From an optimization exercise on the open Yosys and OpenROAD flow, aimed at small area; shortcuts taken in it are not production practice. Function was checked by simulation only, so behaviour that the tests miss may differ from the original. Power figures rest on the tool's default switching activity, not on a simulated workload.

==> flow/design.v <==
`timescale 1 ns / 1 ps
module fifo_hold(q, ld_a, ld_b, nd, y);
	input q, ld_a, ld_b, nd;
	output y;
	assign y = ~((~q & ~ld_a) | (ld_b & nd));
endmodule
module fifo_aoi222(a0, s0, a1, s1, a2, s2, y);
	input a0, s0, a1, s1, a2, s2;
	output y;
	assign y = ~((a0 & s0) | (a1 & s1) | (a2 & s2));
endmodule
module fifo_load(reset, lo, hi, y);
	input reset, lo, hi;
	output y;
	assign y = (lo & hi) | reset;
endmodule
module fifo_nand5(a, y);
	input [4:0] a;
	output y;
	assign y = ~&a;
endmodule
module fifo(clk,reset,r,w,data_in,out,full,empty,
	cnt_w_next,cnt_w,cnt_r_next,cnt_r);
	input clk,reset,r,w;
	input [7:0] data_in;
	output wire [7:0] out;
	output reg full,empty;
	output wire [3:0] cnt_w_next,cnt_r_next;
	output reg [3:0] cnt_w, cnt_r;
	assign cnt_w_next = cnt_w + {3'b000, w};
	assign cnt_r_next = cnt_r + {3'b000, r};
	wire ptr_eq = (cnt_w_next == cnt_r_next);
	always @(posedge clk) begin
		if (reset) begin
			cnt_w <= 4'd0;
			cnt_r <= 4'd0;
			empty <= 1'b1;
			full  <= 1'b0;
		end else begin
			cnt_w <= cnt_w_next;
			cnt_r <= cnt_r_next;
			empty <= (ptr_eq & ~w & r) | (empty & ~w);
			full  <= (ptr_eq & w & ~r) | (full & ~r);
		end
	end
	wire [3:0] wlo, whi;
	assign wlo[0] = w & ~cnt_w[1] & ~cnt_w[0];
	assign wlo[1] = w & ~cnt_w[1] &  cnt_w[0];
	assign wlo[2] = w &  cnt_w[1] & ~cnt_w[0];
	assign wlo[3] = w &  cnt_w[1] &  cnt_w[0];
	assign whi[0] = ~cnt_w[3] & ~cnt_w[2];
	assign whi[1] = ~cnt_w[3] &  cnt_w[2];
	assign whi[2] =  cnt_w[3] & ~cnt_w[2];
	assign whi[3] =  cnt_w[3] &  cnt_w[2];
	wire [7:0] nd = ~(data_in & {8{~reset}});
	wire [14:0] ld;
	reg [119:0] m;
	genvar k, b;
	generate
		for (k = 0; k < 15; k = k + 1) begin : slot
			fifo_load l (.reset(reset), .lo(wlo[k % 4]), .hi(whi[k / 4]), .y(ld[k]));
			for (b = 0; b < 8; b = b + 1) begin : bt
				wire y;
				fifo_hold u (.q(m[8*k+b]), .ld_a(ld[k]), .ld_b(ld[k]), .nd(nd[b]), .y(y));
				always @(posedge clk)
					m[8*k+b] <= y;
			end
		end
	endgenerate
	wire [3:0] rlo, rhi;
	assign rlo[0] = ~cnt_r[1] & ~cnt_r[0];
	assign rlo[1] = ~cnt_r[1] &  cnt_r[0];
	assign rlo[2] =  cnt_r[1] & ~cnt_r[0];
	assign rlo[3] =  cnt_r[1] &  cnt_r[0];
	assign rhi[0] = ~cnt_r[3] & ~cnt_r[2];
	assign rhi[1] = ~cnt_r[3] &  cnt_r[2];
	assign rhi[2] =  cnt_r[3] & ~cnt_r[2];
	assign rhi[3] =  cnt_r[3] &  cnt_r[2];
	wire [14:0] sel;
	generate
		for (k = 0; k < 15; k = k + 1) begin : rsel
			if (k == 13)
				assign sel[k] = rhi[3] & cnt_r[0] & (~cnt_r[1] | r);
			else
				assign sel[k] = rlo[k % 4] & rhi[k / 4];
		end
		for (b = 0; b < 8; b = b + 1) begin : rbit
			wire [4:0] t;
			for (k = 0; k < 5; k = k + 1) begin : grp
				fifo_aoi222 u (.a0(m[8*(3*k)+b]), .s0(sel[3*k]),
					.a1(m[8*(3*k+1)+b]), .s1(sel[3*k+1]),
					.a2(m[8*(3*k+2)+b]), .s2(sel[3*k+2]), .y(t[k]));
			end
			fifo_nand5 o (.a(t), .y(out[b]));
		end
	endgenerate
endmodule
export LEC_CHECK = 0
export CAP_MARGIN = 5
export CORE_MARGIN = 2
export CORE_UTILIZATION = 80
export PLACE_DENSITY = 0.9
export SLEW_MARGIN = 5
export SYNTH_HIERARCHICAL = 1
create_clock -name core_clock -period 5.0 [get_ports {clk}]
standard.sh (not shown) runs the stock make flow with config.mk's settings and CLKGATE_MAP_FILE= SYNTH_SCRIPT=/design/flow/synth_recipe.tcl, a recipe that flattens the netlist after the stock synthesis.
==> flow/flow/run.sh <==
#!/bin/bash
# Own layout flow: the standard flow (standard synthesis unchanged) with
#  - every combinational cell downsized after floorplan (repair re-sizes where needed),
#  - minimum-size buffers on the ports,
#  - a clock tree of small buffers without dummy loads.
set -euo pipefail
here=$(pwd)
export POST_FLOORPLAN_TCL=$here/flow/downsize.tcl
export BUFFER_PORTS_ARGS="-buffer_cell sky130_fd_sc_hd__buf_1"
export CTS_ARGS="-sink_clustering_enable -repair_clock_nets -buf_list sky130_fd_sc_hd__clkbuf_4 -sink_clustering_size 20 -sink_clustering_max_diameter 60 -dont_use_dummy_load"
bash standard.sh > $here/standard_flow.log 2>&1
==> flow/flow/downsize.tcl <==
# Replace every combinational cell by the smallest-area cell of the same
# family (same function, other drive strength); later repair steps size
# cells up again where slew, capacitance or timing need it.
set db [ord::get_db]
set block [ord::get_db_block]
set dont_use {}
if {[info exists ::env(DONT_USE_CELLS)]} { set dont_use $::env(DONT_USE_CELLS) }
set n 0
set saved 0.0
foreach inst [$block getInsts] {
  set m [$inst getMaster]
  set mn [$m getName]
  if {![regexp {^(sky130_fd_sc_hd__[a-z0-9]+)_(\d+)$} $mn -> base sz]} { continue }
  if {[regexp {^sky130_fd_sc_hd__(tap|fill|decap|lpflow|clkdly|dly|conb|probe)} $mn]} { continue }
  set best $m
  set best_area [expr {[$m getWidth] * [$m getHeight]}]
  foreach s {0 1 2 3 4 6 8 12 16} {
    set cn "${base}_$s"
    if {$cn eq $mn || [lsearch -exact $dont_use $cn] >= 0} { continue }
    set c [$db findMaster $cn]
    if {$c eq "NULL" || $c eq ""} { continue }
    set a [expr {[$c getWidth] * [$c getHeight]}]
    if {$a < $best_area} { set best $c; set best_area $a }
  }
  if {$best ne $m} {
    set saved [expr {$saved + ([$m getWidth] * [$m getHeight] - $best_area) / 1e6}]
    replace_cell [$inst getName] [$best getName]
    incr n
  }
}
puts "downsize: replaced $n cells, [format %.1f $saved] um2 less"
Change:
--- a/flow/design.v
+++ b/flow/design.v
@@ -7,13 +7,8 @@
 module fifo_aoi222(a0, s0, a1, s1, a2, s2, y);
 	input a0, s0, a1, s1, a2, s2;
 	output y;
 	assign y = ~((a0 & s0) | (a1 & s1) | (a2 & s2));
-endmodule
-module fifo_load(reset, lo, hi, y);
-	input reset, lo, hi;
-	output y;
-	assign y = (lo & hi) | reset;
 endmodule
 module fifo_nand5(a, y);
 	input [4:0] a;
 	output y;
@@ -57,9 +52,9 @@
 	reg [119:0] m;
 	genvar k, b;
 	generate
 		for (k = 0; k < 15; k = k + 1) begin : slot
-			fifo_load l (.reset(reset), .lo(wlo[k % 4]), .hi(whi[k / 4]), .y(ld[k]));
+			assign ld[k] = reset | (wlo[k % 4] & whi[k / 4]);
 			for (b = 0; b < 8; b = b + 1) begin : bt
 				wire y;
 				fifo_hold u (.q(m[8*k+b]), .ld_a(ld[k]), .ld_b(ld[k]), .nd(nd[b]), .y(y));
 				always @(posedge clk)
What happened: The changed run ran to the end with no violations; wire length went up by 2.3%; worst hold slack got worse by 0.0035 ns; worst setup slack got worse by 0.053 ns; cell count went up by 2.1%; clock-buffer cell count does not change; synthesized area barely changes; global-route usage went up by 0.77 points; final area went up by about 1.2%.


## birch
// fifo: RTL as listed in full above, without the edits since
export LEC_CHECK = 0
export CAP_MARGIN = 5
export CORE_MARGIN = 2
export CORE_UTILIZATION = 70
export PLACE_DENSITY = 0.8
export SLEW_MARGIN = 5
export SYNTH_HIERARCHICAL = 1
create_clock -name core_clock -period 5.0 [get_ports {clk}]
Scripts as last shown in full above: flow/flow/run.sh, flow/flow/downsize.tcl
Input-level comparison between pine and birch:
-- flow/design.v --
<<< birch, line 9
	output y;
	assign y = ~((a0 & s0) | (a1 & s1) | (a2 & s2));
endmodule
module fifo_load(reset, lo, hi, y);
	input reset, lo, hi;
	output y;
	assign y = (lo & hi) | reset;
endmodule
module fifo_nand5(a, y);
>>> pine, line 9
	output y;
	assign y = ~((a0 & s0) | (a1 & s1) | (a2 & s2));
endmodule
module fifo_nand5(a, y);
<<< birch, line 59
	generate
		for (k = 0; k < 15; k = k + 1) begin : slot
			fifo_load l (.reset(reset), .lo(wlo[k % 4]), .hi(whi[k / 4]), .y(ld[k]));
			for (b = 0; b < 8; b = b + 1) begin : bt
				wire y;
>>> pine, line 54
	generate
		for (k = 0; k < 15; k = k + 1) begin : slot
			assign ld[k] = reset | (wlo[k % 4] & whi[k / 4]);
			for (b = 0; b < 8; b = b + 1) begin : bt
				wire y;
Results
The xor-xnor portion of the synthesized cell area was comparable across pine and birch. Summary of pine over birch: floorplan die width essentially unchanged, largest incremental delay on the critical path up 280 ps, cell area after synthesis stayed essentially flat. Taking birch as the reference, in pine post-detailed-routing wire length lower; tightest hold margin neither gained nor lost much; net count after synthesis has increased; shortest period the worst path allows fell 89 ps; met2 global-route usage decreased by 1.1 points relative to the old numbers. Relative to birch, number of unique standard cell types used by synthesis increased by about 4% in pine. Between pine and birch, the cell depth of the worst setup path is higher for birch. Comparing pine and birch, number of global-route vias before repair is lower on birch. pine vs birch — post-route standard cell area excluding fillers rose about 1.2%. Taking birch as the reference point, the non-clock buffer instance count of the final layout of pine rises by 10.


## south
fifo, a different RTL version from the one above (not shown whole).
Size in the first run: roughly 130 flip-flops, roughly 5400 um^2 of cells after synthesis.
==> module fifo, before the edit <==
module fifo(clk,reset,r,w,data_in,out,full,empty,
	cnt_w_next,cnt_w,cnt_r_next,cnt_r);
	input clk,reset,r,w;
	input [7:0] data_in;
	output wire [7:0] out;
	output reg full,empty;
	output wire [3:0] cnt_w_next,cnt_r_next;
	output reg [3:0] cnt_w, cnt_r;
	wire [3:1] wc, rc;
	fifo_ha hw0 (.a(cnt_w[0]), .b(w),     .s(cnt_w_next[0]), .c(wc[1]));
	fifo_ha hw1 (.a(cnt_w[1]), .b(wc[1]), .s(cnt_w_next[1]), .c(wc[2]));
	fifo_ha hw2 (.a(cnt_w[2]), .b(wc[2]), .s(cnt_w_next[2]), .c(wc[3]));
	fifo_xor2 xw3 (.a(cnt_w[3]), .b(wc[3]), .y(cnt_w_next[3]));
	fifo_ha hr0 (.a(cnt_r[0]), .b(r),     .s(cnt_r_next[0]), .c(rc[1]));
	fifo_ha hr1 (.a(cnt_r[1]), .b(rc[1]), .s(cnt_r_next[1]), .c(rc[2]));
	fifo_ha hr2 (.a(cnt_r[2]), .b(rc[2]), .s(cnt_r_next[2]), .c(rc[3]));
	fifo_xor2 xr3 (.a(cnt_r[3]), .b(rc[3]), .y(cnt_r_next[3]));
	wire ptr_eq = (cnt_w_next == cnt_r_next);
	always @(posedge clk) begin
		if (reset) begin
			cnt_w <= 4'd0;
			cnt_r <= 4'd0;
			empty <= 1'b1;
			full  <= 1'b0;
		end else begin
			cnt_w <= cnt_w_next;
			cnt_r <= cnt_r_next;
			empty <= (ptr_eq & ~w & r) | (empty & ~w);
			full  <= (ptr_eq & w & ~r) | (full & ~r);
		end
	end
	wire [3:0] wlo, whi;
	assign wlo[0] = w & ~cnt_w[1] & ~cnt_w[0];
	assign wlo[1] = w & ~cnt_w[1] &  cnt_w[0];
	assign wlo[2] = w &  cnt_w[1] & ~cnt_w[0];
	assign wlo[3] = w &  cnt_w[1] &  cnt_w[0];
	assign whi[0] = ~cnt_w[3] & ~cnt_w[2];
	assign whi[1] = ~cnt_w[3] &  cnt_w[2];
	assign whi[2] =  cnt_w[3] & ~cnt_w[2];
	assign whi[3] =  cnt_w[3] &  cnt_w[2];
	wire nreset;
	wire [7:0] nd;
	fifo_inv ir (.a(reset), .y(nreset));
	wire [14:0] ld;
	reg [119:0] m;
	genvar k, b;
	generate
		for (b = 0; b < 8; b = b + 1) begin : din
			fifo_nand2 n (.a(data_in[b]), .b(nreset), .y(nd[b]));
		end
		for (k = 0; k < 15; k = k + 1) begin : slot
			fifo_load l (.reset(reset), .lo(wlo[k % 4]), .hi(whi[k / 4]), .y(ld[k]));
			for (b = 0; b < 8; b = b + 1) begin : bt
				wire y;
				fifo_hold u (.q(m[8*k+b]), .ld_a(ld[k]), .ld_b(ld[k]), .nd(nd[b]), .y(y));
				always @(posedge clk)
					m[8*k+b] <= y;
			end
		end
	endgenerate
	wire [3:0] rlo, rhi;
	assign rlo[0] = ~cnt_r[1] & ~cnt_r[0];
	assign rlo[1] = ~cnt_r[1] &  cnt_r[0];
	assign rlo[2] =  cnt_r[1] & ~cnt_r[0];
	assign rlo[3] =  cnt_r[1] &  cnt_r[0];
	assign rhi[0] = ~cnt_r[3] & ~cnt_r[2];
	assign rhi[1] = ~cnt_r[3] &  cnt_r[2];
	assign rhi[2] =  cnt_r[3] & ~cnt_r[2];
	assign rhi[3] =  cnt_r[3] &  cnt_r[2];
	wire [14:0] sel;
	generate
		for (k = 0; k < 15; k = k + 1) begin : rsel
			if (k == 13)
				assign sel[k] = rhi[3] & cnt_r[0] & (~cnt_r[1] | r);
			else
				assign sel[k] = rlo[k % 4] & rhi[k / 4];
		end
		for (b = 0; b < 8; b = b + 1) begin : rbit
			wire [4:0] t;
			for (k = 0; k < 5; k = k + 1) begin : grp
				fifo_aoi222 u (.a0(m[8*(3*k)+b]), .s0(sel[3*k]),
					.a1(m[8*(3*k+1)+b]), .s1(sel[3*k+1]),
					.a2(m[8*(3*k+2)+b]), .s2(sel[3*k+2]), .y(t[k]));
			end
			fifo_nand5 o (.a(t), .y(out[b]));
		end
	endgenerate
endmodule
Settings: LEC_CHECK=0, CAP_MARGIN=5, CORE_MARGIN=2, CORE_UTILIZATION=70, PLACE_DENSITY=0.8, SLEW_MARGIN=5, SYNTH_HIERARCHICAL=1; clock period 5.0 ns.
Scripts as last shown in full above: flow/flow/run.sh, flow/flow/downsize.tcl
#### Input delta (east over south)
--- a/flow/design.v
+++ b/flow/design.v
@@ -32,10 +32,15 @@
 endmodule
 module fifo_nand2(a, b, y);
 	input a, b;
 	output y;
 	assign y = ~(a & b);
+endmodule
+module fifo_nor2(a, b, y);
+	input a, b;
+	output y;
+	assign y = ~(a | b);
 endmodule
 module fifo_nand5(a, y);
 	input [4:0] a;
 	output y;
 	assign y = ~&a;
@@ -98,26 +103,27 @@
 				always @(posedge clk)
 					m[8*k+b] <= y;
 			end
 		end
 	endgenerate
-	wire [3:0] rlo, rhi;
-	assign rlo[0] = ~cnt_r[1] & ~cnt_r[0];
-	assign rlo[1] = ~cnt_r[1] &  cnt_r[0];
-	assign rlo[2] =  cnt_r[1] & ~cnt_r[0];
-	assign rlo[3] =  cnt_r[1] &  cnt_r[0];
-	assign rhi[0] = ~cnt_r[3] & ~cnt_r[2];
-	assign rhi[1] = ~cnt_r[3] &  cnt_r[2];
-	assign rhi[2] =  cnt_r[3] & ~cnt_r[2];
-	assign rhi[3] =  cnt_r[3] &  cnt_r[2];
+	wire [3:0] nrlo, nrhi;
+	assign nrlo[0] = ~(~cnt_r[1] & ~cnt_r[0]);
+	assign nrlo[1] = ~(~cnt_r[1] &  cnt_r[0]);
+	assign nrlo[2] = ~( cnt_r[1] & ~cnt_r[0]);
+	assign nrlo[3] = ~( cnt_r[1] &  cnt_r[0]);
+	assign nrhi[0] = ~(~cnt_r[3] & ~cnt_r[2]);
+	assign nrhi[1] = ~(~cnt_r[3] &  cnt_r[2]);
+	assign nrhi[2] = ~( cnt_r[3] & ~cnt_r[2]);
+	assign nrhi[3] = ~( cnt_r[3] &  cnt_r[2]);
+	wire nlo13 = ~(cnt_r[0] & (~cnt_r[1] | r));
 	wire [14:0] sel;
 	generate
 		for (k = 0; k < 15; k = k + 1) begin : rsel
 			if (k == 13)
-				assign sel[k] = rhi[3] & cnt_r[0] & (~cnt_r[1] | r);
+				fifo_nor2 s (.a(nlo13), .b(nrhi[3]), .y(sel[k]));
 			else
-				assign sel[k] = rlo[k % 4] & rhi[k / 4];
+				fifo_nor2 s (.a(nrlo[k % 4]), .b(nrhi[k / 4]), .y(sel[k]));
 		end
 		for (b = 0; b < 8; b = b + 1) begin : rbit
 			wire [4:0] t;
 			for (k = 0; k < 5; k = k + 1) begin : grp
 				fifo_aoi222 u (.a0(m[8*(3*k)+b]), .s0(sel[3*k]),
==> comparison <==
east completed every stage of the flow, and the final layout passed the timing, DRC and antenna checks.
east vs. south: non-clock buffer contribution to total cell area now sits lower; clock tree cell share of total cell area neither gained nor lost much; area of the die essentially unchanged.
Portion of total power attributed to the clock network: east lower than south
Global-route usage delta (south -> east): insignificant

==> re-timing with driven ports <==
The results above use ideal ports. As a check the final layouts listed here were re-extracted and re-timed, cells and wires unchanged. Step 1 (the two cells are an assumption about what drives the block):
set clk [get_ports {clk}]
set_driving_cell -lib_cell sky130_fd_sc_hd__clkbuf_16 $clk
set_driving_cell -lib_cell sky130_fd_sc_hd__buf_2 [delete_from_list [all_inputs] $clk]
Step 2 adds t to the input delays and takes it off the output delays; t is the mean of the earliest and latest rising clock arrival at the registers after step 1. Input paths then give back, and output paths get back, about the clock's delay inside the block. Slacks: no drivers / after step 1 / after step 2; pairs: no drivers / after step 1.
| run | shift t [ns] | setup slack, ns | hold slack, ns | worst setup path at the end |
|---|---|---|---|---|
| the first run of note 1 | 0.530 | 1.101 / 1.070 / 1.361 | 0.480 / 0.480 / 0.480 | input to output |
| the second run of note 1 | 0.528 | 1.048 / 1.016 / 1.426 | 0.477 / 0.477 / 0.477 | input to output |
| birch | 0.532 | 1.058 / 1.028 / 1.399 | 0.477 / 0.477 / 0.477 | input to output |
| pine | 0.515 | 1.147 / 1.117 / 1.368 | 0.475 / 0.475 / 0.475 | input to output |
| south | 0.508 | 1.114 / 1.080 / 1.407 | 0.471 / 0.471 / 0.471 | input to output |
| east | 0.510 | 1.478 / 1.450 / 1.455 | 0.448 / 0.448 / 0.448 | input to output |
After both steps every run listed still meets setup and hold. The setup slack of east, which loses most, moves by -0.028 ns with the drivers and by -0.023 ns with both steps.
